This design comes from an exercise in tuning for small area on the open sky130 flow, not from production work.
Function was checked by simulation only, so behaviour that the tests miss may differ from the original.
Power figures rest on the tool's default switching activity, not on a simulated workload.

### constraint.sdc
create_clock -name core_clock -period 6.0 [get_ports {i_clk}]
set_input_delay 1.2000 -clock core_clock [delete_from_list [all_inputs] [get_ports {i_clk}]]
set_output_delay 1.2000 -clock core_clock [all_outputs]
set_load 0.01 [all_outputs]
### run.sh
#!/bin/bash
# synth_recipe.tcl (not shown) runs the flow's synth.tcl, then flattens the netlist and writes it again
# the make line also repeats each setting of config.mk as NAME=value (left out here)
make -C /OpenROAD-flow-scripts/flow DESIGN_CONFIG=/design/flow/config.mk WORK_HOME=/design/flow/orfs CLKGATE_MAP_FILE= SYNTH_SCRIPT=/design/flow/synth_recipe.tcl finish
### design.v
module sa_mac (input [7:0] a, input [7:0] b, input en, input [23:0] c, output [23:0] s);
  wire p1;
  sa_mac_pp u_p1 (.a(a[0]), .b(b[0]), .en(en), .p(p1));
  wire p2;
  sa_mac_pp u_p2 (.a(a[0]), .b(b[1]), .en(en), .p(p2));
  wire p3;
  sa_mac_pp u_p3 (.a(a[0]), .b(b[2]), .en(en), .p(p3));
  wire p4;
  sa_mac_pp u_p4 (.a(a[0]), .b(b[3]), .en(en), .p(p4));
  wire p5;
  sa_mac_pp u_p5 (.a(a[0]), .b(b[4]), .en(en), .p(p5));
  wire p6;
  sa_mac_pp u_p6 (.a(a[0]), .b(b[5]), .en(en), .p(p6));
  wire p7;
  sa_mac_pp u_p7 (.a(a[0]), .b(b[6]), .en(en), .p(p7));
  wire p8;
  sa_mac_ppn u_p8 (.a(a[0]), .b(b[7]), .en(en), .p(p8));
  wire p9;
  sa_mac_pp u_p9 (.a(a[1]), .b(b[0]), .en(en), .p(p9));
  wire p10;
  sa_mac_pp u_p10 (.a(a[1]), .b(b[1]), .en(en), .p(p10));
  wire p11;
  sa_mac_pp u_p11 (.a(a[1]), .b(b[2]), .en(en), .p(p11));
  wire p12;
  sa_mac_pp u_p12 (.a(a[1]), .b(b[3]), .en(en), .p(p12));
  wire p13;
  sa_mac_pp u_p13 (.a(a[1]), .b(b[4]), .en(en), .p(p13));
  wire p14;
  sa_mac_pp u_p14 (.a(a[1]), .b(b[5]), .en(en), .p(p14));
  wire p15;
  sa_mac_pp u_p15 (.a(a[1]), .b(b[6]), .en(en), .p(p15));
  wire p16;
  sa_mac_ppn u_p16 (.a(a[1]), .b(b[7]), .en(en), .p(p16));
  wire p17;
  sa_mac_pp u_p17 (.a(a[2]), .b(b[0]), .en(en), .p(p17));
  wire p18;
  sa_mac_pp u_p18 (.a(a[2]), .b(b[1]), .en(en), .p(p18));
  wire p19;
  sa_mac_pp u_p19 (.a(a[2]), .b(b[2]), .en(en), .p(p19));
  wire p20;
  sa_mac_pp u_p20 (.a(a[2]), .b(b[3]), .en(en), .p(p20));
  wire p21;
  sa_mac_pp u_p21 (.a(a[2]), .b(b[4]), .en(en), .p(p21));
  wire p22;
  sa_mac_pp u_p22 (.a(a[2]), .b(b[5]), .en(en), .p(p22));
  wire p23;
  sa_mac_pp u_p23 (.a(a[2]), .b(b[6]), .en(en), .p(p23));
  wire p24;
  sa_mac_ppn u_p24 (.a(a[2]), .b(b[7]), .en(en), .p(p24));
  wire p25;
  sa_mac_pp u_p25 (.a(a[3]), .b(b[0]), .en(en), .p(p25));
  wire p26;
  sa_mac_pp u_p26 (.a(a[3]), .b(b[1]), .en(en), .p(p26));
  wire p27;
  sa_mac_pp u_p27 (.a(a[3]), .b(b[2]), .en(en), .p(p27));
  wire p28;
  sa_mac_pp u_p28 (.a(a[3]), .b(b[3]), .en(en), .p(p28));
  wire p29;
  sa_mac_pp u_p29 (.a(a[3]), .b(b[4]), .en(en), .p(p29));
  wire p30;
  sa_mac_pp u_p30 (.a(a[3]), .b(b[5]), .en(en), .p(p30));
  wire p31;
  sa_mac_pp u_p31 (.a(a[3]), .b(b[6]), .en(en), .p(p31));
  wire p32;
  sa_mac_ppn u_p32 (.a(a[3]), .b(b[7]), .en(en), .p(p32));
  wire p33;
  sa_mac_pp u_p33 (.a(a[4]), .b(b[0]), .en(en), .p(p33));
  wire p34;
  sa_mac_pp u_p34 (.a(a[4]), .b(b[1]), .en(en), .p(p34));
  wire p35;
  sa_mac_pp u_p35 (.a(a[4]), .b(b[2]), .en(en), .p(p35));
  wire p36;
  sa_mac_pp u_p36 (.a(a[4]), .b(b[3]), .en(en), .p(p36));
  wire p37;
  sa_mac_pp u_p37 (.a(a[4]), .b(b[4]), .en(en), .p(p37));
  wire p38;
  sa_mac_pp u_p38 (.a(a[4]), .b(b[5]), .en(en), .p(p38));
  wire p39;
  sa_mac_pp u_p39 (.a(a[4]), .b(b[6]), .en(en), .p(p39));
  wire p40;
  sa_mac_ppn u_p40 (.a(a[4]), .b(b[7]), .en(en), .p(p40));
  wire p41;
  sa_mac_pp u_p41 (.a(a[5]), .b(b[0]), .en(en), .p(p41));
  wire p42;
  sa_mac_pp u_p42 (.a(a[5]), .b(b[1]), .en(en), .p(p42));
  wire p43;
  sa_mac_pp u_p43 (.a(a[5]), .b(b[2]), .en(en), .p(p43));
  wire p44;
  sa_mac_pp u_p44 (.a(a[5]), .b(b[3]), .en(en), .p(p44));
  wire p45;
  sa_mac_pp u_p45 (.a(a[5]), .b(b[4]), .en(en), .p(p45));
  wire p46;
  sa_mac_pp u_p46 (.a(a[5]), .b(b[5]), .en(en), .p(p46));
  wire p47;
  sa_mac_pp u_p47 (.a(a[5]), .b(b[6]), .en(en), .p(p47));
  wire p48;
  sa_mac_ppn u_p48 (.a(a[5]), .b(b[7]), .en(en), .p(p48));
  wire p49;
  sa_mac_pp u_p49 (.a(a[6]), .b(b[0]), .en(en), .p(p49));
  wire p50;
  sa_mac_pp u_p50 (.a(a[6]), .b(b[1]), .en(en), .p(p50));
  wire p51;
  sa_mac_pp u_p51 (.a(a[6]), .b(b[2]), .en(en), .p(p51));
  wire p52;
  sa_mac_pp u_p52 (.a(a[6]), .b(b[3]), .en(en), .p(p52));
  wire p53;
  sa_mac_pp u_p53 (.a(a[6]), .b(b[4]), .en(en), .p(p53));
  wire p54;
  sa_mac_pp u_p54 (.a(a[6]), .b(b[5]), .en(en), .p(p54));
  wire p55;
  sa_mac_pp u_p55 (.a(a[6]), .b(b[6]), .en(en), .p(p55));
  wire p56;
  sa_mac_ppn u_p56 (.a(a[6]), .b(b[7]), .en(en), .p(p56));
  wire p57;
  sa_mac_ppn u_p57 (.a(a[7]), .b(b[0]), .en(en), .p(p57));
  wire p58;
  sa_mac_ppn u_p58 (.a(a[7]), .b(b[1]), .en(en), .p(p58));
  wire p59;
  sa_mac_ppn u_p59 (.a(a[7]), .b(b[2]), .en(en), .p(p59));
  wire p60;
  sa_mac_ppn u_p60 (.a(a[7]), .b(b[3]), .en(en), .p(p60));
  wire p61;
  sa_mac_ppn u_p61 (.a(a[7]), .b(b[4]), .en(en), .p(p61));
  wire p62;
  sa_mac_ppn u_p62 (.a(a[7]), .b(b[5]), .en(en), .p(p62));
  wire p63;
  sa_mac_ppn u_p63 (.a(a[7]), .b(b[6]), .en(en), .p(p63));
  wire p64;
  sa_mac_pp u_p64 (.a(a[7]), .b(b[7]), .en(en), .p(p64));
  wire s65;
  wire c66;
  sa_mac_ha u_s65 (.x(p6), .y(p13), .s(s65), .co(c66));
  wire s67;
  wire c68;
  sa_mac_fa u_s67 (.x(p7), .y(p14), .z(p21), .s(s67), .co(c68));
  wire s69;
  wire c70;
  sa_mac_ha u_s69 (.x(p28), .y(p35), .s(s69), .co(c70));
  wire s71;
  wire c72;
  sa_mac_fa u_s71 (.x(p8), .y(p15), .z(p22), .s(s71), .co(c72));
  wire s73;
  wire c74;
  sa_mac_fa u_s73 (.x(p29), .y(p36), .z(p43), .s(s73), .co(c74));
  wire s75;
  wire c76;
  sa_mac_ha u_s75 (.x(p50), .y(p57), .s(s75), .co(c76));
  wire s77;
  wire c78;
  sa_mac_fa u_s77 (.x(p16), .y(p23), .z(p30), .s(s77), .co(c78));
  wire s79;
  wire c80;
  sa_mac_fa u_s79 (.x(p37), .y(p44), .z(p51), .s(s79), .co(c80));
  wire s81;
  wire c82;
  sa_mac_fa1 u_s81 (.x(p58), .y(c[8]), .s(s81), .co(c82));
  wire s83;
  wire c84;
  sa_mac_fa u_s83 (.x(p24), .y(p31), .z(p38), .s(s83), .co(c84));
  wire s85;
  wire c86;
  sa_mac_fa u_s85 (.x(p45), .y(p52), .z(p59), .s(s85), .co(c86));
  wire s87;
  wire c88;
  sa_mac_fa u_s87 (.x(p32), .y(p39), .z(p46), .s(s87), .co(c88));
  wire s89;
  wire c90;
  sa_mac_ha u_s89 (.x(p4), .y(p11), .s(s89), .co(c90));
  wire s91;
  wire c92;
  sa_mac_fa u_s91 (.x(p5), .y(p12), .z(p19), .s(s91), .co(c92));
  wire s93;
  wire c94;
  sa_mac_ha u_s93 (.x(p26), .y(p33), .s(s93), .co(c94));
  wire s95;
  wire c96;
  sa_mac_fa u_s95 (.x(s65), .y(p20), .z(p27), .s(s95), .co(c96));
  wire s97;
  wire c98;
  sa_mac_fa u_s97 (.x(p34), .y(p41), .z(c[5]), .s(s97), .co(c98));
  wire s99;
  wire c100;
  sa_mac_fa u_s99 (.x(s67), .y(s69), .z(p42), .s(s99), .co(c100));
  wire s101;
  wire c102;
  sa_mac_fa u_s101 (.x(p49), .y(c[6]), .z(c66), .s(s101), .co(c102));
  wire s103;
  wire c104;
  sa_mac_fa u_s103 (.x(s71), .y(s73), .z(s75), .s(s103), .co(c104));
  wire s105;
  wire c106;
  sa_mac_fa u_s105 (.x(c[7]), .y(c68), .z(c70), .s(s105), .co(c106));
  wire s107;
  wire c108;
  sa_mac_fa u_s107 (.x(s77), .y(s79), .z(s81), .s(s107), .co(c108));
  wire s109;
  wire c110;
  sa_mac_fa u_s109 (.x(c72), .y(c74), .z(c76), .s(s109), .co(c110));
  wire s111;
  wire c112;
  sa_mac_fa u_s111 (.x(s83), .y(s85), .z(c[9]), .s(s111), .co(c112));
  wire s113;
  wire c114;
  sa_mac_fa u_s113 (.x(c78), .y(c80), .z(c82), .s(s113), .co(c114));
  wire s115;
  wire c116;
  sa_mac_fa u_s115 (.x(s87), .y(p53), .z(p60), .s(s115), .co(c116));
  wire s117;
  wire c118;
  sa_mac_fa u_s117 (.x(c[10]), .y(c84), .z(c86), .s(s117), .co(c118));
  wire s119;
  wire c120;
  sa_mac_fa u_s119 (.x(p40), .y(p47), .z(p54), .s(s119), .co(c120));
  wire s121;
  wire c122;
  sa_mac_fa u_s121 (.x(p61), .y(c[11]), .z(c88), .s(s121), .co(c122));
  wire s123;
  wire c124;
  sa_mac_fa u_s123 (.x(p48), .y(p55), .z(p62), .s(s123), .co(c124));
  wire s125;
  wire c126;
  sa_mac_ha u_s125 (.x(p3), .y(p10), .s(s125), .co(c126));
  wire s127;
  wire c128;
  sa_mac_fa u_s127 (.x(s89), .y(p18), .z(p25), .s(s127), .co(c128));
  wire s129;
  wire c130;
  sa_mac_fa u_s129 (.x(s91), .y(s93), .z(c[4]), .s(s129), .co(c130));
  wire s131;
  wire c132;
  sa_mac_fa u_s131 (.x(s95), .y(s97), .z(c92), .s(s131), .co(c132));
  wire s133;
  wire c134;
  sa_mac_fa u_s133 (.x(s99), .y(s101), .z(c96), .s(s133), .co(c134));
  wire s135;
  wire c136;
  sa_mac_fa u_s135 (.x(s103), .y(s105), .z(c100), .s(s135), .co(c136));
  wire s137;
  wire c138;
  sa_mac_fa u_s137 (.x(s107), .y(s109), .z(c104), .s(s137), .co(c138));
  wire s139;
  wire c140;
  sa_mac_fa u_s139 (.x(s111), .y(s113), .z(c108), .s(s139), .co(c140));
  wire s141;
  wire c142;
  sa_mac_fa u_s141 (.x(s115), .y(s117), .z(c112), .s(s141), .co(c142));
  wire s143;
  wire c144;
  sa_mac_fa u_s143 (.x(s119), .y(s121), .z(c116), .s(s143), .co(c144));
  wire s145;
  wire c146;
  sa_mac_fa u_s145 (.x(s123), .y(c[12]), .z(c120), .s(s145), .co(c146));
  wire s147;
  wire c148;
  sa_mac_fa u_s147 (.x(p56), .y(p63), .z(c[13]), .s(s147), .co(c148));
  wire s149;
  wire c150;
  sa_mac_ha u_s149 (.x(p2), .y(p9), .s(s149), .co(c150));
  wire s151;
  wire c152;
  sa_mac_fa u_s151 (.x(s125), .y(p17), .z(c[2]), .s(s151), .co(c152));
  wire s153;
  wire c154;
  sa_mac_fa u_s153 (.x(s127), .y(c[3]), .z(c126), .s(s153), .co(c154));
  wire s155;
  wire c156;
  sa_mac_fa u_s155 (.x(s129), .y(c90), .z(c128), .s(s155), .co(c156));
  wire s157;
  wire c158;
  sa_mac_fa u_s157 (.x(s131), .y(c94), .z(c130), .s(s157), .co(c158));
  wire s159;
  wire c160;
  sa_mac_fa u_s159 (.x(s133), .y(c98), .z(c132), .s(s159), .co(c160));
  wire s161;
  wire c162;
  sa_mac_fa u_s161 (.x(s135), .y(c102), .z(c134), .s(s161), .co(c162));
  wire s163;
  wire c164;
  sa_mac_fa u_s163 (.x(s137), .y(c106), .z(c136), .s(s163), .co(c164));
  wire s165;
  wire c166;
  sa_mac_fa u_s165 (.x(s139), .y(c110), .z(c138), .s(s165), .co(c166));
  wire s167;
  wire c168;
  sa_mac_fa u_s167 (.x(s141), .y(c114), .z(c140), .s(s167), .co(c168));
  wire s169;
  wire c170;
  sa_mac_fa u_s169 (.x(s143), .y(c118), .z(c142), .s(s169), .co(c170));
  wire s171;
  wire c172;
  sa_mac_fa u_s171 (.x(s145), .y(c122), .z(c144), .s(s171), .co(c172));
  wire s173;
  wire c174;
  sa_mac_fa u_s173 (.x(s147), .y(c124), .z(c146), .s(s173), .co(c174));
  wire s175;
  wire c176;
  sa_mac_fa u_s175 (.x(p64), .y(c[14]), .z(c148), .s(s175), .co(c176));
  wire s177;
  wire c178;
  assign s177 = ~c[15];
  assign c178 = c[15];
  wire [15:0] r0 = {s177, s175, s173, s171, s169, s167, s165, s163, s161, s159, s157, s155, s153, s151, s149, p1};
  wire [15:0] r1 = {c176, c174, c172, c170, c168, c166, c164, c162, c160, c158, c156, c154, c152, c150, c[1], c[0]};
  wire [16:0] cy; assign cy[0] = 1'b0;
  sa_mac_ha u_cpa0 (.x(r0[0]), .y(r1[0]), .s(s[0]), .co(cy[1]));
  sa_mac_fa u_cpa1 (.x(r0[1]), .y(r1[1]), .z(cy[1]), .s(s[1]), .co(cy[2]));
  sa_mac_fa u_cpa2 (.x(r0[2]), .y(r1[2]), .z(cy[2]), .s(s[2]), .co(cy[3]));
  sa_mac_fa u_cpa3 (.x(r0[3]), .y(r1[3]), .z(cy[3]), .s(s[3]), .co(cy[4]));
  sa_mac_fa u_cpa4 (.x(r0[4]), .y(r1[4]), .z(cy[4]), .s(s[4]), .co(cy[5]));
  sa_mac_fa u_cpa5 (.x(r0[5]), .y(r1[5]), .z(cy[5]), .s(s[5]), .co(cy[6]));
  wire pp6, gg6;
  sa_mac_ha u_pg6 (.x(r0[6]), .y(r1[6]), .s(pp6), .co(gg6));
  wire pp7, gg7;
  sa_mac_ha u_pg7 (.x(r0[7]), .y(r1[7]), .s(pp7), .co(gg7));
  wire pp8, gg8;
  sa_mac_ha u_pg8 (.x(r0[8]), .y(r1[8]), .s(pp8), .co(gg8));
  wire pp9, gg9;
  sa_mac_ha u_pg9 (.x(r0[9]), .y(r1[9]), .s(pp9), .co(gg9));
  wire pp10, gg10;
  sa_mac_ha u_pg10 (.x(r0[10]), .y(r1[10]), .s(pp10), .co(gg10));
  wire pp11, gg11;
  sa_mac_ha u_pg11 (.x(r0[11]), .y(r1[11]), .s(pp11), .co(gg11));
  wire pp12, gg12;
  sa_mac_ha u_pg12 (.x(r0[12]), .y(r1[12]), .s(pp12), .co(gg12));
  wire pp13, gg13;
  sa_mac_ha u_pg13 (.x(r0[13]), .y(r1[13]), .s(pp13), .co(gg13));
  wire pp14, gg14;
  sa_mac_ha u_pg14 (.x(r0[14]), .y(r1[14]), .s(pp14), .co(gg14));
  wire pp15, gg15;
  sa_mac_ha u_pg15 (.x(r0[15]), .y(r1[15]), .s(pp15), .co(gg15));
  wire G0_1;
  sa_mac_g u_G0_1 (.gh(gg6), .ph(pp6), .gl(cy[6]), .g(G0_1));
  wire G0_3;
  wire P0_3;
  sa_mac_gp u_G0_3 (.gh(gg8), .ph(pp8), .gl(gg7), .pl(pp7), .g(G0_3), .p(P0_3));
  wire G0_5;
  wire P0_5;
  sa_mac_gp u_G0_5 (.gh(gg10), .ph(pp10), .gl(gg9), .pl(pp9), .g(G0_5), .p(P0_5));
  wire G0_7;
  wire P0_7;
  sa_mac_gp u_G0_7 (.gh(gg12), .ph(pp12), .gl(gg11), .pl(pp11), .g(G0_7), .p(P0_7));
  wire G0_9;
  wire P0_9;
  sa_mac_gp u_G0_9 (.gh(gg14), .ph(pp14), .gl(gg13), .pl(pp13), .g(G0_9), .p(P0_9));
  wire G1_2;
  sa_mac_g u_G1_2 (.gh(gg7), .ph(pp7), .gl(G0_1), .g(G1_2));
  wire G1_3;
  sa_mac_g u_G1_3 (.gh(G0_3), .ph(P0_3), .gl(G0_1), .g(G1_3));
  wire G1_6;
  wire P1_6;
  sa_mac_gp u_G1_6 (.gh(gg11), .ph(pp11), .gl(G0_5), .pl(P0_5), .g(G1_6), .p(P1_6));
  wire G1_7;
  wire P1_7;
  sa_mac_gp u_G1_7 (.gh(G0_7), .ph(P0_7), .gl(G0_5), .pl(P0_5), .g(G1_7), .p(P1_7));
  wire G1_10;
  wire P1_10;
  sa_mac_gp u_G1_10 (.gh(gg15), .ph(pp15), .gl(G0_9), .pl(P0_9), .g(G1_10), .p(P1_10));
  wire G2_4;
  sa_mac_g u_G2_4 (.gh(gg9), .ph(pp9), .gl(G1_3), .g(G2_4));
  wire G2_5;
  sa_mac_g u_G2_5 (.gh(G0_5), .ph(P0_5), .gl(G1_3), .g(G2_5));
  wire G2_6;
  sa_mac_g u_G2_6 (.gh(G1_6), .ph(P1_6), .gl(G1_3), .g(G2_6));
  wire G2_7;
  sa_mac_g u_G2_7 (.gh(G1_7), .ph(P1_7), .gl(G1_3), .g(G2_7));
  wire G3_8;
  sa_mac_g u_G3_8 (.gh(gg13), .ph(pp13), .gl(G2_7), .g(G3_8));
  wire G3_9;
  sa_mac_g u_G3_9 (.gh(G0_9), .ph(P0_9), .gl(G2_7), .g(G3_9));
  wire G3_10;
  sa_mac_g u_G3_10 (.gh(G1_10), .ph(P1_10), .gl(G2_7), .g(G3_10));
  assign s[6] = pp6 ^ cy[6];
  assign s[7] = pp7 ^ G0_1;
  assign s[8] = pp8 ^ G1_2;
  assign s[9] = pp9 ^ G1_3;
  assign s[10] = pp10 ^ G2_4;
  assign s[11] = pp11 ^ G2_5;
  assign s[12] = pp12 ^ G2_6;
  assign s[13] = pp13 ^ G2_7;
  assign s[14] = pp14 ^ G3_8;
  assign s[15] = pp15 ^ G3_9;
  assign cy[16] = G3_10;
  wire hi_inc, hi_dec;
  sa_mac_hc u_hc (.x(c178), .y(cy[16]), .inc(hi_inc), .dec(hi_dec));
  wire [7:0] ones, zeros;
  sa_mac_oz u_oz (.c(c[23:16]), .ones(ones), .zeros(zeros));
  sa_mac_hs u_hs0 (.c(c[16]), .one(ones[0]), .zero(zeros[0]), .inc(hi_inc), .dec(hi_dec), .s(s[16]));
  sa_mac_hs u_hs1 (.c(c[17]), .one(ones[1]), .zero(zeros[1]), .inc(hi_inc), .dec(hi_dec), .s(s[17]));
  sa_mac_hs u_hs2 (.c(c[18]), .one(ones[2]), .zero(zeros[2]), .inc(hi_inc), .dec(hi_dec), .s(s[18]));
  sa_mac_hs u_hs3 (.c(c[19]), .one(ones[3]), .zero(zeros[3]), .inc(hi_inc), .dec(hi_dec), .s(s[19]));
  sa_mac_hs u_hs4 (.c(c[20]), .one(ones[4]), .zero(zeros[4]), .inc(hi_inc), .dec(hi_dec), .s(s[20]));
  sa_mac_hs u_hs5 (.c(c[21]), .one(ones[5]), .zero(zeros[5]), .inc(hi_inc), .dec(hi_dec), .s(s[21]));
  sa_mac_hs u_hs6 (.c(c[22]), .one(ones[6]), .zero(zeros[6]), .inc(hi_inc), .dec(hi_dec), .s(s[22]));
  sa_mac_hs u_hs7 (.c(c[23]), .one(ones[7]), .zero(zeros[7]), .inc(hi_inc), .dec(hi_dec), .s(s[23]));
endmodule
module sa_mac_fa (input x, input y, input z, output s, output co);
  assign s = x ^ y ^ z;
  assign co = (x & y) | (x & z) | (y & z);
endmodule
module sa_mac_fa1 (input x, input y, output s, output co);
  assign s = ~(x ^ y);
  assign co = x | y;
endmodule
module sa_mac_gp (input gh, input ph, input gl, input pl, output g, output p);
  assign g = gh | (ph & gl);
  assign p = ph & pl;
endmodule
module sa_mac_g (input gh, input ph, input gl, output g);
  assign g = gh | (ph & gl);
endmodule
module sa_mac_hc (input x, input y, output inc, output dec);
  assign inc = x & y;
  assign dec = ~(x | y);
endmodule
module sa_mac_oz (input [7:0] c, output [7:0] ones, output [7:0] zeros);
  assign ones[0] = 1'b1;
  assign zeros[0] = 1'b1;
  genvar k;
  generate for (k = 1; k < 8; k++) begin : g_ch
    assign ones[k] = ones[k-1] & c[k-1];
    assign zeros[k] = zeros[k-1] & ~c[k-1];
  end endgenerate
endmodule
module sa_mac_hs (input c, input one, input zero, input inc, input dec, output s);
  assign s = c ^ ((one & inc) | (zero & dec));
endmodule
module sa_mac_pp (input a, input b, input en, output p);
  assign p = a & b & en;
endmodule
module sa_mac_ppn (input a, input b, input en, output p);
  assign p = ~(a & b & en);
endmodule
module sa_mac_ha (input x, input y, output s, output co);
  assign s = x ^ y;
  assign co = x & y;
endmodule
module sa_array_top (
    input  logic         i_clk,
    input  logic         i_rstn,
    input  logic [31:0]  i_a_arr,         
    input  logic [31:0]  i_b_arr,         
    input  logic [95:0]  i_c_arr,         
    input  logic         i_reg_clear,
    input  logic         i_pipeline_en,
    input  logic [3:0]   i_cswitch_arr,
    input  logic         i_cscan_en,
    input  logic [1:0]   i_thres,
    output logic [95:0]  o_c_arr          
);
logic pen, clr;
assign pen = i_pipeline_en;
assign clr = i_reg_clear;
logic s_ld, s_hold;
assign s_ld   =  pen & ~clr;
assign s_hold = ~pen & ~clr;
logic [3:0][4:0][7:0]  a_q;
logic [4:0][3:0][7:0]  b_q;
logic [3:0][3:0]       cs_q;
logic [3:0][3:0][23:0] mac_q;
logic [3:0][3:0][23:0] sc_q;
logic [1:0]  thr_q;
logic [3:0][3:0]       use_q;    
always_ff @(posedge i_clk or negedge i_rstn) begin
    if (~i_rstn)      thr_q <= '0;
    else if (pen)     thr_q <= i_thres;
end
function automatic logic is_small(input logic [7:0] v, input logic [1:0] t);
    case (t)
        2'd1:    is_small = (v[7:1] == 7'h00) | (v[7:1] == 7'h7f);
        2'd2:    is_small = (v[7:2] == 6'h00) | (v[7:2] == 6'h3f);
        2'd3:    is_small = (v[7:3] == 5'h00) | (v[7:3] == 5'h1f);
        default: is_small = 1'b0;
    endcase
endfunction
genvar r, c;
generate
    for (r = 0; r < 4; r++) begin : g_arow
        for (c = 0; c < 5; c++) begin : g_acol
            logic [7:0] a_in;
            if (c == 0) begin : g_in
                assign a_in = i_a_arr[(3-r)*8 +: 8];
            end else begin : g_nb
                assign a_in = a_q[r][c-1];
            end
            logic [7:0] a_d;
            sa_sel2 #(.W(8)) u_a (.x(a_in), .sx(s_ld), .y(a_q[r][c]), .sy(s_hold), .o(a_d));
            always_ff @(posedge i_clk or negedge i_rstn) begin
                if (~i_rstn) a_q[r][c] <= '0;
                else         a_q[r][c] <= a_d;
            end
        end
    end
    for (r = 0; r < 5; r++) begin : g_brow
        for (c = 0; c < 4; c++) begin : g_bcol
            logic [7:0] b_in;
            if (r == 0) begin : g_in
                assign b_in = i_b_arr[(3-c)*8 +: 8];
            end else begin : g_nb
                assign b_in = b_q[r-1][c];
            end
            logic [7:0] b_d;
            sa_sel2 #(.W(8)) u_b (.x(b_in), .sx(s_ld), .y(b_q[r][c]), .sy(s_hold), .o(b_d));
            always_ff @(posedge i_clk or negedge i_rstn) begin
                if (~i_rstn) b_q[r][c] <= '0;
                else         b_q[r][c] <= b_d;
            end
        end
    end
    for (r = 0; r < 4; r++) begin : g_row
        for (c = 0; c < 4; c++) begin : g_col
            logic        cs_in;
            logic [23:0] c_in;
            logic [7:0]  a_op, b_op;
            logic [23:0] acc_base, acc_sum;
            if (r == 0) begin : g_csin
                assign cs_in = i_cswitch_arr[3-c];
            end else begin : g_csnb
                assign cs_in = cs_q[r-1][c];
            end
            if (c == 3) begin : g_cin
                assign c_in = i_c_arr[(3-r)*24 +: 24];
            end else begin : g_cnb
                assign c_in = sc_q[r][c+1];
            end
            assign a_op = a_q[r][c+1];
            assign b_op = b_q[r+1][c];
            always_ff @(posedge i_clk or negedge i_rstn) begin
                if (~i_rstn)  use_q[r][c] <= 1'b0;
                else if (pen) use_q[r][c] <= ~(is_small(a_q[r][c], thr_q) & is_small(b_q[r][c], thr_q));
            end
            sa_sel2 #(.W(24)) u_base (.x(sc_q[r][c]), .sx(cs_q[r][c]), .y(mac_q[r][c]), .sy(~cs_q[r][c]), .o(acc_base));
            sa_mac u_mac (.a(a_op), .b(b_op), .en(use_q[r][c]), .c(acc_base), .s(acc_sum));
            logic s_sc_m, s_sc_c, s_sc_h;
            assign s_sc_m = s_ld &  cs_q[r][c];
            assign s_sc_c = s_ld & ~cs_q[r][c] & i_cscan_en;
            assign s_sc_h = ~clr & ~(pen & (cs_q[r][c] | i_cscan_en));
            logic [23:0] mac_d, sc_d;
            sa_sel2 #(.W(24)) u_macd (.x(acc_sum), .sx(s_ld), .y(mac_q[r][c]), .sy(s_hold), .o(mac_d));
            sa_sel3 #(.W(24)) u_scd (.x(mac_q[r][c]), .sx(s_sc_m), .y(c_in), .sy(s_sc_c),
                                     .z(sc_q[r][c]), .sz(s_sc_h), .o(sc_d));
            always_ff @(posedge i_clk or negedge i_rstn) begin
                if (~i_rstn) begin
                    cs_q[r][c]  <= 1'b0;
                    mac_q[r][c] <= '0;
                    sc_q[r][c]  <= '0;
                end else begin
                    cs_q[r][c]  <= (cs_in & s_ld) | (cs_q[r][c] & s_hold);
                    mac_q[r][c] <= mac_d;
                    sc_q[r][c]  <= sc_d;
                end
            end
        end
        assign o_c_arr[(3-r)*24 +: 24] = sc_q[r][0];
    end
endgenerate
endmodule
module sa_sel2 #(parameter W = 8) (
    input  logic [W-1:0] x, input logic sx,
    input  logic [W-1:0] y, input logic sy,
    output logic [W-1:0] o
);
genvar i;
generate
    for (i = 0; i < W; i++) begin : g_bit
        sa_ao22 u_ao (.a(x[i]), .sa(sx), .b(y[i]), .sb(sy), .o(o[i]));
    end
endgenerate
endmodule
module sa_sel3 #(parameter W = 8) (
    input  logic [W-1:0] x, input logic sx,
    input  logic [W-1:0] y, input logic sy,
    input  logic [W-1:0] z, input logic sz,
    output logic [W-1:0] o
);
genvar i;
generate
    for (i = 0; i < W; i++) begin : g_bit
        sa_ao222 u_ao (.a(x[i]), .sa(sx), .b(y[i]), .sb(sy), .c(z[i]), .sc(sz), .o(o[i]));
    end
endgenerate
endmodule
module sa_ao22 (input logic a, sa, b, sb, output logic o);
assign o = (a & sa) | (b & sb);
endmodule
module sa_ao222 (input logic a, sa, b, sb, c, sc, output logic o);
assign o = (a & sa) | (b & sb) | (c & sc);
endmodule
### config.mk
export PLATFORM = sky130hd
export DESIGN_NAME = sa_array_top
export DESIGN_NICKNAME = sa_array_top
export VERILOG_FILES = /design/flow/design.v
export SDC_FILE = /design/flow/constraint.sdc
export NUM_CORES = 4
export LEC_CHECK = 0
export CAP_MARGIN = 20
export CORE_MARGIN = 2
export CORE_UTILIZATION = 75
export CTS_BUF_LIST = sky130_fd_sc_hd__clkbuf_16
export CTS_CLUSTER_DIAMETER = 100
export CTS_CLUSTER_SIZE = 24
export GPL_TIMING_DRIVEN = 0
export PLACE_DENSITY = 0.8
export SETUP_SLACK_MARGIN = 0.05
export SLEW_MARGIN = 20
export SYNTH_HIERARCHICAL = 1
export SYNTH_MINIMUM_KEEP_SIZE = 0
==> results.sh, run 1 <==
export IMPL_status="timing/DRC/antenna clean"
export IMPL_crit_path_cell_trace="clkinvlp_4, buf_4, a22o_1, ha_1, fa_1, fa_1, fa_1, fa_1, fa_1, a21o_1, a21o_1, a21o_1, a21o_1, nor2_2, a22oi_2, xnor2_1, a22o_1"
export IMPL_grt_max_degree=176
export IMPL_cts_hold_buf=0
export IMPL_drt_total_wl_mm=239
export IMPL_nNetsFinal=8475
export IMPL_ys_seq_area_frac=0.343
export IMPL_track_usage=0.431
export IMPL_cts_sinks=1122
export IMPL_initial_core_util=0.754
export IMPL_grt_pass1_wl_mm=378
export IMPL_core_um2=109000
export IMPL_powerDensity_nw_per_um2=246
export IMPL_num_vias=65070
export IMPL_clock_fmax_mhz=171
export IMPL_io_pins=267
export IMPL_rows=121
export IMPL_die_width_um=334
export IMPL_drt_pass1_iterations=14
export IMPL_p_leak_nw=47.9
export IMPL_synth_cells=6745
export IMPL_finClkSkew_ps=33.0
export IMPL_antenna_found_initial=10
export IMPL_port_buffers=265
export IMPL_die_area_um2=112000
export IMPL_clock_latency_ps=740
export IMPL_cts_buffers=54
export IMPL_crit_buf_inv=2
export IMPL_drt_iter0_drc=10502
export IMPL_finalWeightedCongestion=0.925
export IMPL_dieHeight_um=334
export IMPL_cts_tree="yes"
export IMPL_clk_pin_slew_ps=100
export IMPL_tns_ps=0
export IMPL_hold_class="in2async"
export IMPL_setup_worst_path_class="reg2reg"
export IMPL_setup_ws_ps=149
export IMPL_ir_worst_vdd_uv=348
export IMPL_pre_cts_slack_ps=-819
export IMPL_slew_viol_final=0
export IMPL_start_kind="flip-flop"
export IMPL_end_kind="flip-flop"
export IMPL_cpPeakStageDelay_ps=760
export IMPL_drc_errors=0
export IMPL_antenna_left=0
export IMPL_layout_drive_gt1_share=0.0782
export IMPL_crit_fanout=30
export IMPL_relSlewSlack=0.160
export IMPL_required_ps=6600
export IMPL_ys_ff_latch=1122
export IMPL_rsz0062_at_grt="no"
export IMPL_register_area_um2=28200
export IMPL_cp_data_arrival_time_ps=6450
export IMPL_critPathMostFrequentCell="fa_1"
export IMPL_hold_violations=0
export IMPL_postSynthAreaPerCell_um2=12.1
export IMPL_tightest_slew_ps=1260
export IMPL_cp_top_family="adder cells"
export IMPL_drv_cap=0
export IMPL_grt_overflow_total=0
export IMPL_synth_cell_type_count=45
export IMPL_drt_vias_per_instance=7.57
export IMPL_fillCellCount=6490
export IMPL_htreeDepth=2
export IMPL_multiInputGateArea_um2=51700
export IMPL_syn_to_final_growth_pct=9.15
export IMPL_cts_buffer_depth=3
export IMPL_syn_area_um2=81900
export IMPL_wl_per_cell_um=27.8
export IMPL_finalCriticalPeriod_ps=5850
export IMPL_dp_hpwl_mm=164
export IMPL_root_buffer="clkbuf_16"
export IMPL_setup_viol=0
export IMPL_post_route_period_util=0.975
export IMPL_ys_warn_count=7
export IMPL_grt_pass1_vias=66713
export IMPL_cp_slowest_cell="dfrtp_4"
[synthesized netlist by cell type, drive strengths merged]
library cell,n,area (µm²)
nor3,48,320
a22oi,128,1600
and3,835,5240
o211ai,16,120
xor2,160,1400
o221ai,1,8.76
clkbuf,13,48.8
nand4,30,188
o32a,15,150
a21oi,32,160
nor4,16,340
xnor2,129,1130
or2,2,12.5
mux2i,19,190
ha,304,3800
nand3,226,1130
dfrtp,1122,28100
o21a,1,7.51
and2,176,1120
nand2,17,80.1
buf,60,438
inv,513,1930
or4,48,477
a22o,1088,9530
conb,16,60.1
a21o,284,2130
o311a,15,150
a2111oi,15,225
o2111ai,1,8.76
and4,32,300
a222oi,384,3840
mux2,2,22.5
nor2,99,372
nor2b,16,100
o21ai,32,160
o22ai,1,6.26
fa,848,17000
a41oi,1,8.76
[final cells by class]
type                       instances  area share
multi-input combinational       5053       0.578
sequential                      1122       0.315
timing repair buffer             319      0.0406
inverter                         513      0.0222
tap                             1414      0.0198
clock buffer                      55      0.0154
buffer                            73     0.00589
clock inverter                    24     0.00171
timing repair inverter            16    0.000896
antenna                            4    0.000112
[registers in the layout, indices dropped and copies added, names as in the netlist]
name   flops
mac_q    384
sc_q     384
a_q      160
b_q      160
cs_q      16
use_q     16
thr_q      2
[kinds of logic (layout without fill, tap and decap cells)]
group	after synthesis	after routing	share of synthesized area
other	16	36	0.000734
AOI/OAI and AO/OA	2014	2014	0.221
muxes	21	21	0.00260
and+or+nand+nor	1545	1545	0.118
xor gates and xnor gates	289	289	0.0309
adders and majority gates	1152	1152	0.254
DFF	1122	1122	0.343
buffers and inverters	586	1000	0.0295
[repair_timing]
action | in CTS | in global routing
hold endpoints to repair | 0 | 0
setup buffers | 0 | 8
setup endpoints to repair | 144 | 113
gates cloned | 16 | 0
gates resized for setup | 52 | 18
[report_power, final]
| part | internal [mW] | switching (mW) | leakage [nW] |
|---|---|---|---|
| clock | 1.72 | 2.60 | 0.808 |
| sequential | 8.12 | 0.920 | 15.4 |
| combinational | 4.10 | 4.50 | 31.7 |
[layer usage]
layer  track usage  share of wire  vias up  routed length (µm)
met5             0        0.00027        -                  64
met4         0.192          0.048       10               11500
met3         0.124           0.13      696               30600
met2         0.641           0.45     4378              108000
met1         0.596           0.37    33137               88900
li1              -              -    26849                   -
[modules after synthesis, one instance, submodules excluded, a selection]
| module | area [µm²] | copies in the design | cells inside |
|---|---|---|---|
| sa_mac_oz | 135 | 16 | 18 |
| sa_mac_fa1 | 27.5 | 16 | 5 |
| sa_mac_hc | 10.0 | 16 | 2 |
| sa_ao22 | 8.76 | 1088 | 1 |
| sa_mac_pp | 6.26 | 800 | 1 |
| sa_mac_ppn | 5.00 | 224 | 1 |
[stage by stage]
stage | hold slack [ps] | utilization | instances | total power, mW | cell area, µm²
after detailed placement | 486 | 0.806 | 8486 | 17.4 | 87400
after floorplan | 467 | - | 6761 | 15.5 | 81900
after global placement | 484 | 0.796 | 8440 | 17.0 | 86400
after global routing | 370 | 0.823 | 8592 | 23.0 | 89400
final | 336 | 0.823 | 8593 | 22.0 | 89400
after CTS | 340 | 0.822 | 8581 | 21.8 | 89200
[final timing paths]
check                      startpoint    endpoint  slack [ps]  cells after the start
setup / recovery              cs_q[4]  mac_q[115]         150                     17
hold / removal                 i_rstn  mac_q[378]         340                      1
setup reg to reg              cs_q[4]  mac_q[115]         150                     17
hold reg to reg               b_q[24]     b_q[24]         510                      1
max in group asynchronous      i_rstn    use_q[7]        3570                      4
min in group core_clock       b_q[24]     b_q[24]         510                      1
[worst reg2reg max path, delay by kind of cell (launching register included)]
family	cells	cell delay, ps
fa+ha+maj	6	2420
compound gates	7	1520
flops	1	760
simple gates	1	450
buf+inv	2	430
xor+xnor	1	170
[placed cells by master (no fill, tap or decap), drive strengths merged, types with 15 or more instances in the layout]
cell type | netlist | layout
dfrtp | 1122 | 1122
a22o | 1088 | 1088
fa | 848 | 848
and3 | 835 | 835
inv | 513 | 516
a222oi | 384 | 384
ha | 304 | 304
a21o | 284 | 284
clkdlybuf4s50 | 0 | 264
nand3 | 226 | 226
and2 | 176 | 176
xor2 | 160 | 160
xnor2 | 129 | 129
a22oi | 128 | 128
buf | 60 | 114
nor2 | 99 | 99
clkbuf | 13 | 69
nor3 | 48 | 48
or4 | 48 | 48
a21oi | 32 | 32
conb | 16 | 32
clkinvlp | 0 | 32
o21ai | 32 | 32
and4 | 32 | 32
nand4 | 30 | 30
mux2i | 19 | 19
nand2 | 17 | 17
o211ai | 16 | 16
nor4 | 16 | 16
nor2b | 16 | 16
a2111oi | 15 | 15
o311a | 15 | 15
o32a | 15 | 15
==> inputs of run 2 (changes only) <==
--- a/config.mk
+++ b/config.mk
@@ -7,12 +7,12 @@
 export LEC_CHECK = 0
 export CAP_MARGIN = 20
 export CORE_MARGIN = 2
-export CORE_UTILIZATION = 75
+export CORE_UTILIZATION = 65
 export CTS_BUF_LIST = sky130_fd_sc_hd__clkbuf_16
-export CTS_CLUSTER_DIAMETER = 100
+export CTS_CLUSTER_DIAMETER = 120
 export CTS_CLUSTER_SIZE = 24
 export GPL_TIMING_DRIVEN = 0
-export PLACE_DENSITY = 0.8
+export PLACE_DENSITY = 0.72
 export SETUP_SLACK_MARGIN = 0.05
 export SLEW_MARGIN = 20
 export SYNTH_HIERARCHICAL = 1
==> results.sh, run 2 <==
export IMPL_drt_iter0_drc=8996
export IMPL_timing_rr_start="b_q[123]"
export IMPL_antenna_found_initial=6
export IMPL_post_route_period_util=0.953
export IMPL_multiInputGateArea_um2=51700
export IMPL_cts_tree="yes"
export IMPL_syn_area_um2=81900
export IMPL_wl_per_cell_um=27.1
export IMPL_hold_violations=0
export IMPL_num_vias=63324
export IMPL_critical_path_startpoint="b_q[123]"
export IMPL_clock_latency_ps=720
export IMPL_cts_buffers=53
export IMPL_root_buffer="clkbuf_16"
export IMPL_p_leak_nw=48.0
export IMPL_async_reset_ff_frac=1.00
export IMPL_ir_worst_vdd_uv=277
export IMPL_start_kind="flip-flop"
export IMPL_port_buffers=265
export IMPL_layout_drive_gt1_share=0.0800
export IMPL_grt_max_degree=184
export IMPL_synthTopCellsByArea="dfrtp_1 (34%), fa_1 (21%), a22o_1 (12%)"
export IMPL_dp_hpwl_mm=165
export IMPL_track_usage=0.371
export IMPL_setup_worst_path_class="reg2reg"
export IMPL_slew_viol_final=0
export IMPL_yosysMostFrequentCell="dfrtp_1"
export IMPL_required_ps=6590
export IMPL_synth_cells=6745
export IMPL_rsz0062_at_grt="no"
export IMPL_cts_sinks=1122
export IMPL_register_area_um2=28200
export IMPL_initial_core_util=0.654
export IMPL_rows=130
export IMPL_relSlewSlack=0.172
export IMPL_powerDensity_nw_per_um2=243
export IMPL_clock_fmax_mhz=175
export IMPL_synth_commonest_cells="dfrtp_1 (1122), a22o_1 (1088), fa_1 (848)"
export IMPL_top_regs="mac_q (384), sc_q (384)"
export IMPL_die_width_um=359
export IMPL_htreeDepth=2
export IMPL_finalWeightedCongestion=0.905
export IMPL_status="timing/DRC/antenna clean"
export IMPL_tightest_slew_ps=1240
export IMPL_cts_buffer_depth=3
export IMPL_yosys_area_top_type="dfrtp_1"
export IMPL_ys_flop_type="dfrtp_1"
export IMPL_crit_fanout=15
export IMPL_ys_seq_area_frac=0.343
export IMPL_drt_total_wl_mm=240
export IMPL_stdcell_area_um2=89800
export IMPL_finalPower_mw=21.8
export IMPL_finalCriticalPeriod_ps=5720
export IMPL_synth_top_area_frac=0.343
export IMPL_die_area_um2=129000
export IMPL_final_cell_mix="dfrtp_1 (1090), a22o_1 (1088), fa_1 (848), and3_1 (819), inv_1 (513)"
export IMPL_drv_cap=0
export IMPL_ys_ff_latch=1122
export IMPL_placed_cells=8726
export IMPL_nNetsFinal=8494
export IMPL_clk_pin_slew_ps=110
export IMPL_tns_ps=0
export IMPL_hold_slack_ps=360
export IMPL_io_pins=267
export IMPL_cp_data_arrival_time_ps=6310
export IMPL_end_kind="flip-flop"
export IMPL_antenna_left=0
export IMPL_synth_edf_count=0
export IMPL_grt_pass1_wl_mm=377
export IMPL_dieHeight_um=359
export IMPL_synth_cell_type_count=45
export IMPL_grt_pass1_vias=63591
export IMPL_hold_class="in2async"
export IMPL_syn_to_final_growth_pct=9.64
export IMPL_grt_overflow_total=0
export IMPL_drt_pass1_iterations=15
export IMPL_layout_commonest_cell="dfrtp_1"
export IMPL_drc_errors=0
export IMPL_cts_hold_buf=0
export IMPL_drt_vias_per_instance=7.16
export IMPL_postSynthAreaPerCell_um2=12.1
export IMPL_finClkSkew_ps=43.5
export IMPL_core_um2=125000
export IMPL_setup_viol=0
export IMPL_place_area_um2=87800
export IMPL_instances_no_fill=8843
export IMPL_fillCellCount=9028
export IMPL_ys_warn_count=7
-- run 2: kinds of logic (layout without fill, tap and decap cells) --
logic type,count (synthesis),in the layout,synth area share
DFF,1122,1122,0.343
muxes,21,21,0.00260
xor gates and xnor gates,289,289,0.0309
buffers and inverters,586,1015,0.0295
other,16,35,0.000734
adders and majority gates,1152,1152,0.254
AOI/OAI and AO/OA,2014,2014,0.221
and+or+nand+nor,1545,1545,0.118
-- run 2: Yosys stat by module (local to each module, per instance), a selection --
module        copies in the design  cell area, µm²
sa_ao22                       1088            8.76
sa_ao222                       384            13.8
sa_array_top                     1           30700
sa_mac                          16            91.3
sa_mac_fa                      848            20.0
sa_mac_fa1                      16            27.5
sa_mac_g                       160            7.51
sa_mac_gp                      112            13.8
sa_mac_ha                      288            12.5
sa_mac_hc                       16            10.0
sa_mac_hs                      128            21.3
sa_mac_oz                       16             135
sa_mac_pp                      800            6.26
sa_mac_ppn                     224            5.00
-- run 2: power breakdown --
group          internal, mW  switching, mW
clock                  1.61           2.59
combinational          4.11           4.46
sequential             8.12          0.884
total                  13.8           7.94
-- run 2: critical path: stages (launching register included) --
cell     delay, ps
dfrtp_1        960
and3_1         300
ha_1           260
fa_1           530
fa_1           440
fa_1           400
fa_1           430
fa_1           450
a21o_1         220
a21o_1         240
a21o_1         250
a21o_1         210
nor2_2         410
a22oi_2        100
xnor2_1        150
a22o_1         230
-- run 2: worst paths after layout --
check / slack, ps / to / cells after the start
min in group core_clock: 510 / b_q[0] / 1
hold / removal: 360 / mac_q[377] / 1
setup reg to reg: 280 / mac_q[281] / 15
hold reg to reg: 510 / b_q[0] / 1
max in group asynchronous: 3160 / cs_q[1] / 4
setup / recovery: 280 / mac_q[281] / 15
-- run 2: repair_timing --
item                                    4_1_cts  5_1_grt
gates resized for setup                      54       19
endpoints found under the setup margin      146      112
gates cloned                                 15        1
setup buffers                                 0       23
-- run 2: area by class of cell --
class                      count  area share
antenna                        3   0.0000836
buffer                        73     0.00585
clock buffer                  53      0.0148
clock inverter                21     0.00114
inverter                     513      0.0221
multi-input combinational   5053       0.576
sequential                  1122       0.314
tap                         1650      0.0230
timing repair buffer         339      0.0426
timing repair inverter        16    0.000892
-- run 2: metrics by stage --
step / utilization / worst slack [ps]
CTS: 0.714 / 75.9
detailed placement: 0.701 / -852
global route: 0.717 / 55.4
floorplan: - / 235
finish: 0.717 / 283
global placement: 0.692 / -47000
-- run 2: per-layer routing --
metal | up-vias | global-route usage | share of wire
met2 | 3198 | 0.552 | 0.45
met3 | 407 | 0.0785 | 0.10
met5 | - | 0 | 0.00026
li1 | 26921 | - | -
met4 | 10 | 0.121 | 0.034
met1 | 32788 | 0.547 | 0.41
==> inputs of run 3 (changes only) <==
--- a/design.v
+++ b/design.v
@@ -153,7 +153,7 @@
   sa_mac_fa u_s79 (.x(p37), .y(p44), .z(p51), .s(s79), .co(c80));
   wire s81;
   wire c82;
-  sa_mac_fa1 u_s81 (.x(p58), .y(c[8]), .s(s81), .co(c82));
+  sa_mac_fa u_s81 (.x(p58), .y(c[8]), .z(1'b1), .s(s81), .co(c82));
   wire s83;
   wire c84;
   sa_mac_fa u_s83 (.x(p24), .y(p31), .z(p38), .s(s83), .co(c84));
@@ -380,27 +380,45 @@
   assign s[14] = pp14 ^ G3_8;
   assign s[15] = pp15 ^ G3_9;
   assign cy[16] = G3_10;
-  wire hi_inc, hi_dec;
-  sa_mac_hc u_hc (.x(c178), .y(cy[16]), .inc(hi_inc), .dec(hi_dec));
-  wire [7:0] ones, zeros;
-  sa_mac_oz u_oz (.c(c[23:16]), .ones(ones), .zeros(zeros));
-  sa_mac_hs u_hs0 (.c(c[16]), .one(ones[0]), .zero(zeros[0]), .inc(hi_inc), .dec(hi_dec), .s(s[16]));
-  sa_mac_hs u_hs1 (.c(c[17]), .one(ones[1]), .zero(zeros[1]), .inc(hi_inc), .dec(hi_dec), .s(s[17]));
-  sa_mac_hs u_hs2 (.c(c[18]), .one(ones[2]), .zero(zeros[2]), .inc(hi_inc), .dec(hi_dec), .s(s[18]));
-  sa_mac_hs u_hs3 (.c(c[19]), .one(ones[3]), .zero(zeros[3]), .inc(hi_inc), .dec(hi_dec), .s(s[19]));
-  sa_mac_hs u_hs4 (.c(c[20]), .one(ones[4]), .zero(zeros[4]), .inc(hi_inc), .dec(hi_dec), .s(s[20]));
-  sa_mac_hs u_hs5 (.c(c[21]), .one(ones[5]), .zero(zeros[5]), .inc(hi_inc), .dec(hi_dec), .s(s[21]));
-  sa_mac_hs u_hs6 (.c(c[22]), .one(ones[6]), .zero(zeros[6]), .inc(hi_inc), .dec(hi_dec), .s(s[22]));
-  sa_mac_hs u_hs7 (.c(c[23]), .one(ones[7]), .zero(zeros[7]), .inc(hi_inc), .dec(hi_dec), .s(s[23]));
+  wire hi_inc, hi_decn;
+  sa_mac_and2 u_inc (.a(c178), .b(cy[16]), .y(hi_inc));
+  sa_mac_or2 u_decn (.a(c178), .b(cy[16]), .y(hi_decn));
+  wire [7:0] ones, nz, t;
+  assign ones[1] = c[16];
+  assign nz[1] = c[16];
+  sa_mac_and2 u_o2 (.a(ones[1]), .b(c[17]), .y(ones[2]));
+  sa_mac_or2 u_z2 (.a(nz[1]), .b(c[17]), .y(nz[2]));
+  sa_mac_and2 u_o3 (.a(ones[2]), .b(c[18]), .y(ones[3]));
+  sa_mac_or2 u_z3 (.a(nz[2]), .b(c[18]), .y(nz[3]));
+  sa_mac_and2 u_o4 (.a(ones[3]), .b(c[19]), .y(ones[4]));
+  sa_mac_or2 u_z4 (.a(nz[3]), .b(c[19]), .y(nz[4]));
+  sa_mac_and2 u_o5 (.a(ones[4]), .b(c[20]), .y(ones[5]));
+  sa_mac_or2 u_z5 (.a(nz[4]), .b(c[20]), .y(nz[5]));
+  sa_mac_and2 u_o6 (.a(ones[5]), .b(c[21]), .y(ones[6]));
+  sa_mac_or2 u_z6 (.a(nz[5]), .b(c[21]), .y(nz[6]));
+  sa_mac_and2 u_o7 (.a(ones[6]), .b(c[22]), .y(ones[7]));
+  sa_mac_or2 u_z7 (.a(nz[6]), .b(c[22]), .y(nz[7]));
+  sa_mac_xnor2 u_t0 (.a(c178), .b(cy[16]), .y(t[0]));
+  sa_mac_sel u_t1 (.one(ones[1]), .inc(hi_inc), .nz(nz[1]), .decn(hi_decn), .t(t[1]));
+  sa_mac_sel u_t2 (.one(ones[2]), .inc(hi_inc), .nz(nz[2]), .decn(hi_decn), .t(t[2]));
+  sa_mac_sel u_t3 (.one(ones[3]), .inc(hi_inc), .nz(nz[3]), .decn(hi_decn), .t(t[3]));
+  sa_mac_sel u_t4 (.one(ones[4]), .inc(hi_inc), .nz(nz[4]), .decn(hi_decn), .t(t[4]));
+  sa_mac_sel u_t5 (.one(ones[5]), .inc(hi_inc), .nz(nz[5]), .decn(hi_decn), .t(t[5]));
+  sa_mac_sel u_t6 (.one(ones[6]), .inc(hi_inc), .nz(nz[6]), .decn(hi_decn), .t(t[6]));
+  sa_mac_sel u_t7 (.one(ones[7]), .inc(hi_inc), .nz(nz[7]), .decn(hi_decn), .t(t[7]));
+  sa_mac_xor2 u_x0 (.a(c[16]), .b(t[0]), .y(s[16]));
+  sa_mac_xor2 u_x1 (.a(c[17]), .b(t[1]), .y(s[17]));
+  sa_mac_xor2 u_x2 (.a(c[18]), .b(t[2]), .y(s[18]));
+  sa_mac_xor2 u_x3 (.a(c[19]), .b(t[3]), .y(s[19]));
+  sa_mac_xor2 u_x4 (.a(c[20]), .b(t[4]), .y(s[20]));
+  sa_mac_xor2 u_x5 (.a(c[21]), .b(t[5]), .y(s[21]));
+  sa_mac_xor2 u_x6 (.a(c[22]), .b(t[6]), .y(s[22]));
+  sa_mac_xor2 u_x7 (.a(c[23]), .b(t[7]), .y(s[23]));
 endmodule
 module sa_mac_fa (input x, input y, input z, output s, output co);
   assign s = x ^ y ^ z;
   assign co = (x & y) | (x & z) | (y & z);
 endmodule
-module sa_mac_fa1 (input x, input y, output s, output co);
-  assign s = ~(x ^ y);
-  assign co = x | y;
-endmodule
 module sa_mac_gp (input gh, input ph, input gl, input pl, output g, output p);
   assign g = gh | (ph & gl);
   assign p = ph & pl;
@@ -408,21 +426,20 @@
 module sa_mac_g (input gh, input ph, input gl, output g);
   assign g = gh | (ph & gl);
 endmodule
-module sa_mac_hc (input x, input y, output inc, output dec);
-  assign inc = x & y;
-  assign dec = ~(x | y);
+module sa_mac_sel (input one, input inc, input nz, input decn, output t);
+  assign t = (one & inc) | (~nz & ~decn);
+endmodule
+module sa_mac_and2 (input a, input b, output y);
+  assign y = a & b;
+endmodule
+module sa_mac_or2 (input a, input b, output y);
+  assign y = a | b;
 endmodule
-module sa_mac_oz (input [7:0] c, output [7:0] ones, output [7:0] zeros);
-  assign ones[0] = 1'b1;
-  assign zeros[0] = 1'b1;
-  genvar k;
-  generate for (k = 1; k < 8; k++) begin : g_ch
-    assign ones[k] = ones[k-1] & c[k-1];
-    assign zeros[k] = zeros[k-1] & ~c[k-1];
-  end endgenerate
+module sa_mac_xor2 (input a, input b, output y);
+  assign y = a ^ b;
 endmodule
-module sa_mac_hs (input c, input one, input zero, input inc, input dec, output s);
-  assign s = c ^ ((one & inc) | (zero & dec));
+module sa_mac_xnor2 (input a, input b, output y);
+  assign y = ~(a ^ b);
 endmodule
 module sa_mac_pp (input a, input b, input en, output p);
   assign p = a & b & en;
==> results.sh, run 3 <==
export IMPL_grt_pass1_wl_mm=370
export IMPL_synth_compound_area_share=0.224
export IMPL_nNetsFinal=8327
export IMPL_instances_no_fill=8662
export IMPL_port_buffers=265
export IMPL_dieHeight_um=357
export IMPL_synth_fa_ha_area_frac=0.258
export IMPL_setup_viol=0
export IMPL_syn_area_um2=81100
export IMPL_die_width_um=357
export IMPL_end_kind="flip-flop"
export IMPL_cts_sinks=1122
export IMPL_postSynthAreaPerCell_um2=12.3
export IMPL_hold_class="in2async"
export IMPL_dp_hpwl_mm=162
export IMPL_hold_violations=0
export IMPL_top_regs="mac_q (384), sc_q (384)"
export IMPL_cts_tree="yes"
export IMPL_drt_pass1_iterations=30
export IMPL_htreeDepth=2
export IMPL_core_um2=124000
export IMPL_slew_viol_final=0
export IMPL_synth_cells=6601
export IMPL_drt_total_wl_mm=237
export IMPL_ir_worst_vdd_uv=309
export IMPL_place_area_um2=86900
export IMPL_async_reset_ff_frac=1.00
export IMPL_rsz0062_at_grt="no"
export IMPL_required_ps=6600
export IMPL_synth_xor_area_frac=0.0329
export IMPL_synthMuxAreaShare=0.00262
export IMPL_start_kind="flip-flop"
export IMPL_ys_ff_latch=1122
export IMPL_drt_iter0_drc=8764
export IMPL_yosys_area_top_type="dfrtp_1"
export IMPL_drc_errors=0
export IMPL_clock_fmax_mhz=173
export IMPL_stdcell_area_um2=88800
export IMPL_rows=129
export IMPL_root_buffer="clkbuf_16"
export IMPL_die_area_um2=128000
export IMPL_synth_top_family_by_area="adder cells"
export IMPL_drv_cap=0
export IMPL_grt_pass1_vias=63052
export IMPL_clk_pin_slew_ps=100
export IMPL_relSlewSlack=0.156
export IMPL_post_route_period_util=0.962
export IMPL_cts_buffers=52
export IMPL_ys_seq_area_frac=0.346
export IMPL_crit_fanout=13
export IMPL_layout_drive_gt1_share=0.0561
export IMPL_final_cell_mix="dfrtp_1 (1090), a22o_1 (1088), fa_1 (864), and3_1 (803), inv_1 (419)"
export IMPL_clock_latency_ps=720
export IMPL_drt_vias_per_instance=7.18
export IMPL_wl_per_cell_um=27.3
export IMPL_setup_worst_path_class="reg2reg"
export IMPL_grt_max_degree=155
export IMPL_syn_to_final_growth_pct=9.50
export IMPL_layout_commonest_cell="dfrtp_1"
export IMPL_ys_warn_count=7
export IMPL_cp_data_arrival_time_ps=6370
export IMPL_finalWeightedCongestion=0.895
export IMPL_synthSimpleGateAreaFrac=0.115
export IMPL_finClkSkew_ps=24.3
export IMPL_cts_buffer_depth=3
export IMPL_finalCriticalPeriod_ps=5770
export IMPL_powerDensity_nw_per_um2=288
export IMPL_io_pins=267
export IMPL_p_leak_nw=48.6
export IMPL_initial_core_util=0.655
export IMPL_track_usage=0.371
export IMPL_antenna_found_initial=4
export IMPL_grt_overflow_total=0
export IMPL_yosysMostFrequentCell="dfrtp_1"
export IMPL_synth_top_area_frac=0.346
export IMPL_tightest_slew_ps=1270
export IMPL_status="timing/DRC/antenna clean"
export IMPL_synth_edf_count=0
export IMPL_placed_cells=8549
export IMPL_synth_cell_type_count=40
export IMPL_synth_commonest_cells="dfrtp_1 (1122), a22o_1 (1088), fa_1 (864)"
export IMPL_ys_flop_type="dfrtp_1"
export IMPL_synthTopCellsByArea="dfrtp_1 (35%), fa_1 (21%), a22o_1 (12%)"
export IMPL_antenna_left=0
export IMPL_num_vias=62222
[run 3: cell count changes after synthesis, moves of 48 or more]
cell       previous run  this run
nor2_1               99        51
xnor2_1             129        17
a22oi_2             128         0
o2bb2ai_2             0       112
and2_1              160       240
or2_1                 0       112
xor2_1              160       288
inv_1               513       417
buf_4                55         7
[run 3: worst max-delay path, stage by stage (launching register included)]
cell and delay (ps):
dfrtp_1 1020, and3_1 290, ha_1 240, fa_1 520, fa_1 440, fa_1 410
fa_1 440, fa_1 450, a21o_1 220, a21o_1 240, a21o_1 270, a21o_1 210
or2_1 370, o2bb2ai_2 220, xor2_1 80, a22o_1 220
[run 3: Yosys stat by module, one instance, submodules excluded, excerpt]
module	area, µm²	cells	flops+latches
sa_mac_and2	6.26	1	0
sa_mac_pp	6.26	1	0
sa_mac_xor2	8.76	1	0
sa_mac_ha	12.5	1	0
sa_mac	95.1	12	0
sa_mac_sel	15.0	1	0
sa_ao222	13.8	2	0
sa_array_top	30700	1513	1122
sa_mac_gp	13.8	2	0
sa_mac_or2	6.26	1	0
sa_mac_xnor2	8.76	1	0
sa_ao22	8.76	1	0
sa_mac_g	7.51	1	0
sa_mac_ppn	5.00	1	0
sa_mac_fa	20.0	1	0
[run 3: layout make-up]
class	count	area, µm²
sequential	1122	28200
buffer	25	166
timing repair inverter	16	80.1
clock inverter	21	90.1
inverter	417	1630
antenna	1	2.50
clock buffer	53	1330
timing repair buffer	333	3800
multi-input combinational	5037	51500
tap	1637	2050
fill	8937	35000
[run 3: final timing paths]
| path | from | to | slack (ps) | depth (start not counted) |
|---|---|---|---|---|
| max | b_q[122] | mac_q[285] | 230 | 15 |
| min reg2reg | b_q[24] | b_q[24] | 510 | 1 |
| min | i_rstn | mac_q[381] | 360 | 1 |
| max reg2reg | b_q[122] | mac_q[285] | 230 | 15 |
| min in group core_clock | b_q[24] | b_q[24] | 510 | 1 |
| max in group asynchronous | i_rstn | cs_q[7] | 3210 | 4 |
[run 3: kinds of logic (layout without fill, tap and decap cells)]
family	Yosys count	in the layout
xor+xnor	305	305
other cells	16	17
simple gates	1545	1545
fa+ha+maj	1152	1152
buf+inv	442	865
compound gates	1998	1998
flops	1122	1122
mux	21	21
[run 3: through the flow]
step | power (mW) | utilization | hold slack (ps) | setup WS, ps | setup TNS, ps
final | 25.6 | 0.717 | 360 | 230 | 0
after global routing | 27.2 | 0.717 | 389 | 56.1 | 0
after CTS | 25.5 | 0.715 | 377 | 55.1 | 0
after detailed placement | 21.3 | 0.702 | 483 | -626 | -37730
after global placement | 20.9 | 0.693 | 484 | -46860 | -
after floorplan | 18.7 | - | 467 | 235 | 0
[run 3: layer usage]
layer,vias up,GRT usage,wire [µm]
li1,26394,-,-
met3,464,0.0863,24200
met5,-,0.00370,95
met1,32351,0.538,96500
met4,8,0.129,9080
met2,3005,0.554,107000
[run 3: where the power goes]
group	switching, mW	internal (mW)	total [mW]
clock network	2.56	1.60	4.16
logic	6.24	5.69	11.9
registers	1.10	8.37	9.47
total	9.90	15.7	25.6
[run 3: timing repair]
item,in CTS,in global routing
hold buffers,0,0
setup endpoints to repair,131,88
gates resized for setup,33,9
gates cloned,15,1
setup buffers,0,22
==> inputs of run 4 (changes only) <==
==> flow/run.sh (new file) <==
#!/bin/bash
# The standard layout flow, with the port buffers made from the smallest
# buffer cell (buf_1) instead of the flow's default choice.
set -e
export BUFFER_PORTS_ARGS="-buffer_cell sky130_fd_sc_hd__buf_1"
bash standard.sh > standard.log 2>&1
==> standard.sh (new file) <==
#!/bin/bash
# synth_recipe.tcl (not shown) runs the flow's synth.tcl, then flattens the netlist and writes it again
# the make line also repeats each setting of config.mk as NAME=value (left out here)
make -C /OpenROAD-flow-scripts/flow DESIGN_CONFIG=/design/flow/config.mk WORK_HOME=/design/flow/orfs CLKGATE_MAP_FILE= SYNTH_SCRIPT=/design/flow/synth_recipe.tcl "${@:-finish}"
--- a/config.mk
+++ b/config.mk
@@ -7,12 +7,12 @@
 export LEC_CHECK = 0
 export CAP_MARGIN = 20
 export CORE_MARGIN = 2
-export CORE_UTILIZATION = 65
+export CORE_UTILIZATION = 58
 export CTS_BUF_LIST = sky130_fd_sc_hd__clkbuf_16
 export CTS_CLUSTER_DIAMETER = 120
 export CTS_CLUSTER_SIZE = 24
 export GPL_TIMING_DRIVEN = 0
-export PLACE_DENSITY = 0.72
+export PLACE_DENSITY = 0.66
 export SETUP_SLACK_MARGIN = 0.05
 export SLEW_MARGIN = 20
 export SYNTH_HIERARCHICAL = 1
removed: run.sh
==> results.sh, run 4 <==
export IMPL_status="timing/DRC/antenna clean"
export IMPL_clock_latency_ps=720
export IMPL_clock_fmax_mhz=175
export IMPL_setup_viol=0
export IMPL_yosys_area_top_type="dfrtp_1"
export IMPL_synth_commonest_cells="dfrtp_1 (1122), a22o_1 (1088), fa_1 (864)"
export IMPL_drv_cap=0
export IMPL_cp_slowest_cell="dfrtp_2"
export IMPL_postSynthAreaPerCell_um2=12.3
export IMPL_synth_cells=6601
export IMPL_post_route_period_util=0.954
export IMPL_final_cell_mix="dfrtp_1 (1090), a22o_1 (1088), fa_1 (864), and3_1 (803), inv_1 (417)"
export IMPL_syn_area_um2=81100
export IMPL_place_area_um2=86600
export IMPL_grt_max_degree=140
export IMPL_cts_tree="yes"
export IMPL_cts_buffer_depth=3
export IMPL_antenna_left=0
export IMPL_cts_sinks=1122
export IMPL_rr_worst_depth=15
export IMPL_ys_ff_latch=1122
export IMPL_crit_buf_inv=0
export IMPL_io_pins=267
export IMPL_cts_hold_buf=0
export IMPL_synth_cell_type_count=40
export IMPL_num_vias=61608
export IMPL_ys_seq_area_frac=0.346
export IMPL_stdcell_area_um2=88500
export IMPL_cp_data_arrival_time_ps=6330
export IMPL_slew_viol_final=0
export IMPL_setup_worst_path_class="reg2reg"
export IMPL_dieHeight_um=378
export IMPL_htreeDepth=2
export IMPL_finClkSkew_ps=30.3
export IMPL_die_width_um=378
export IMPL_die_area_um2=143000
export IMPL_start_kind="flip-flop"
export IMPL_layout_drive_gt1_share=0.0637
export IMPL_drt_vias_per_instance=6.88
export IMPL_drt_iter0_drc=7641
export IMPL_hold_class="in2async"
export IMPL_async_reset_ff_frac=1.00
export IMPL_top_regs="mac_q (384), sc_q (384)"
export IMPL_tns_ps=0
export IMPL_grt_pass1_vias=62638
export IMPL_powerDensity_nw_per_um2=290
export IMPL_initial_core_util=0.583
export IMPL_track_usage=0.342
export IMPL_p_leak_nw=48.4
export IMPL_port_buffers=265
export IMPL_cts_buffers=53
export IMPL_antenna_found_initial=4
export IMPL_synth_edf_count=0
export IMPL_wl_per_cell_um=27.1
export IMPL_core_um2=139000
export IMPL_finalCriticalPeriod_ps=5730
export IMPL_grt_overflow_total=0
export IMPL_tightest_slew_ps=1130
export IMPL_nNetsFinal=8384
export IMPL_drt_pass1_iterations=13
export IMPL_drt_total_wl_mm=243
export IMPL_finalWeightedCongestion=0.882
export IMPL_cp_num_cells=15
export IMPL_layout_commonest_cell="dfrtp_1"
export IMPL_grt_pass1_wl_mm=380
export IMPL_register_area_um2=28200
export IMPL_critPathMostFrequentCell="fa_1"
export IMPL_ys_flop_type="dfrtp_1"
export IMPL_syn_to_final_growth_pct=9.16
export IMPL_hold_violations=0
run 4: cell counts after synthesis:
No cell type changed its count.
run 4: final cells by class:
type,instances,area share
sequential,1122,0.318
timing repair inverter,16,0.000904
tap,1876,0.0265
buffer,25,0.00187
timing repair buffer,389,0.0357
antenna,2,0.0000565
inverter,417,0.0184
multi-input combinational,5037,0.582
clock inverter,22,0.00120
clock buffer,55,0.0155
run 4: what timing repair did:
item,in CTS,in global routing
setup endpoints to repair,129,100
pin swaps,0,0
hold endpoints to repair,0,0
gates resized for setup,35,5
gates cloned,16,0
buffers inserted,0,32
run 4: routing by layer:
metal	vias up	GRT usage	wire, µm
met5	-	0	21
met4	4	0.102	7570
met3	327	0.0728	22400
met2	2556	0.513	109000
met1	32234	0.500	103000
li1	26487	-	-
run 4: where the power goes:
| group | switching (mW) | internal [mW] | leakage (nW) | total [mW] |
|---|---|---|---|---|
| sequential | 1.03 | 8.37 | 15.3 | 9.40 |
| clock | 2.63 | 1.66 | 0.783 | 4.29 |
| combinational | 6.27 | 5.69 | 32.4 | 12.0 |
| total | 9.93 | 15.7 | 48.4 | 25.7 |
run 4: final timing paths:
check | startpoint | end | slack [ps]
min reg2reg | a_q[120] | a_q[120] | 510
max in group asynchronous | i_rstn | mac_q[166] | 3180
min in group core_clock | a_q[120] | a_q[120] | 510
max | use_q[13] | mac_q[335] | 270
min | i_rstn | mac_q[377] | 460
max reg2reg | use_q[13] | mac_q[335] | 270
run 4: cells by family (layout without fill, tap and decap cells):
kind of cell             after synthesis  in the layout  share of synthesized area
other                                 16             18                   0.000740
XOR/XNOR                             305            305                     0.0329
AND/OR/NAND/NOR                     1545           1545                      0.115
AO/OA/AOI/OAI                       1998           1998                      0.224
flip-flops                          1122           1122                      0.346
adder cells (fa/ha/maj)             1152           1152                      0.258
multiplexers                          21             21                    0.00262
buffers and inverters                442            924                     0.0209
run 4: per-stage QoR:
step	utilization	worst slack, ps	instances	hold slack (ps)	total power [mW]
after floorplan	-	235	6601	467	18.7
after global placement	0.607	-56890	8742	484	20.9
after detailed placement	0.622	-663	8833	483	21.3
after CTS	0.634	52.7	8926	439	25.7
after global routing	0.636	53.7	8959	468	27.5
final	0.636	273	8961	457	25.7
run 4: worst register-to-register path: cells and delay by family (launching register included):
family,cells,cell delay (ps)
AO/OA/AOI/OAI,6,1370
adder cells (fa/ha/maj),6,2510
AND/OR/NAND/NOR,2,680
flip-flops,1,960
XOR/XNOR,1,90
run 4: per-module statistics from Yosys, one instance, submodules excluded, excerpt:
module | cells | flops+latches | copies in the design
sa_array_top | 1513 | 1122 | 1
sa_mac | 12 | 0 | 16
sa_ao222 | 2 | 0 | 384
sa_mac_gp | 2 | 0 | 112
sa_mac_ha | 1 | 0 | 288
sa_ao22 | 1 | 0 | 1088
sa_mac_g | 1 | 0 | 160
sa_mac_and2 | 1 | 0 | 112
sa_mac_pp | 1 | 0 | 800

-- separate check: timing with driven ports --
The results above use ideal ports. As a check the final layouts listed here were re-extracted and re-timed, cells and wires unchanged.
Step 1 sets driving cells, clkbuf_16 on the clock port and buf_2 on the other inputs (assumed; they add their load-dependent delay and slew).
Step 2, shift: input delay + t, output delay - t, t = (earliest + latest rising clock arrival at the registers) / 2. This alone moves slack from input paths to output paths.
Slacks: ideal ports / drivers / drivers and shift; pairs: ideal ports / drivers.
| run | shift t [ns] | setup WS [ns] |
|---|---|---|
| run 1 | 0.799 | 0.149 / 0.149 / 0.068 |
| run 2 | 0.780 | 0.283 / 0.283 / -0.094 |
| run 3 | 0.792 | 0.230 / 0.230 / -0.151 |
| run 4 | 0.797 | 0.273 / 0.273 / 0.273 |
With both steps, setup timing fails in run 2 and run 3, where it was met with ideal ports.
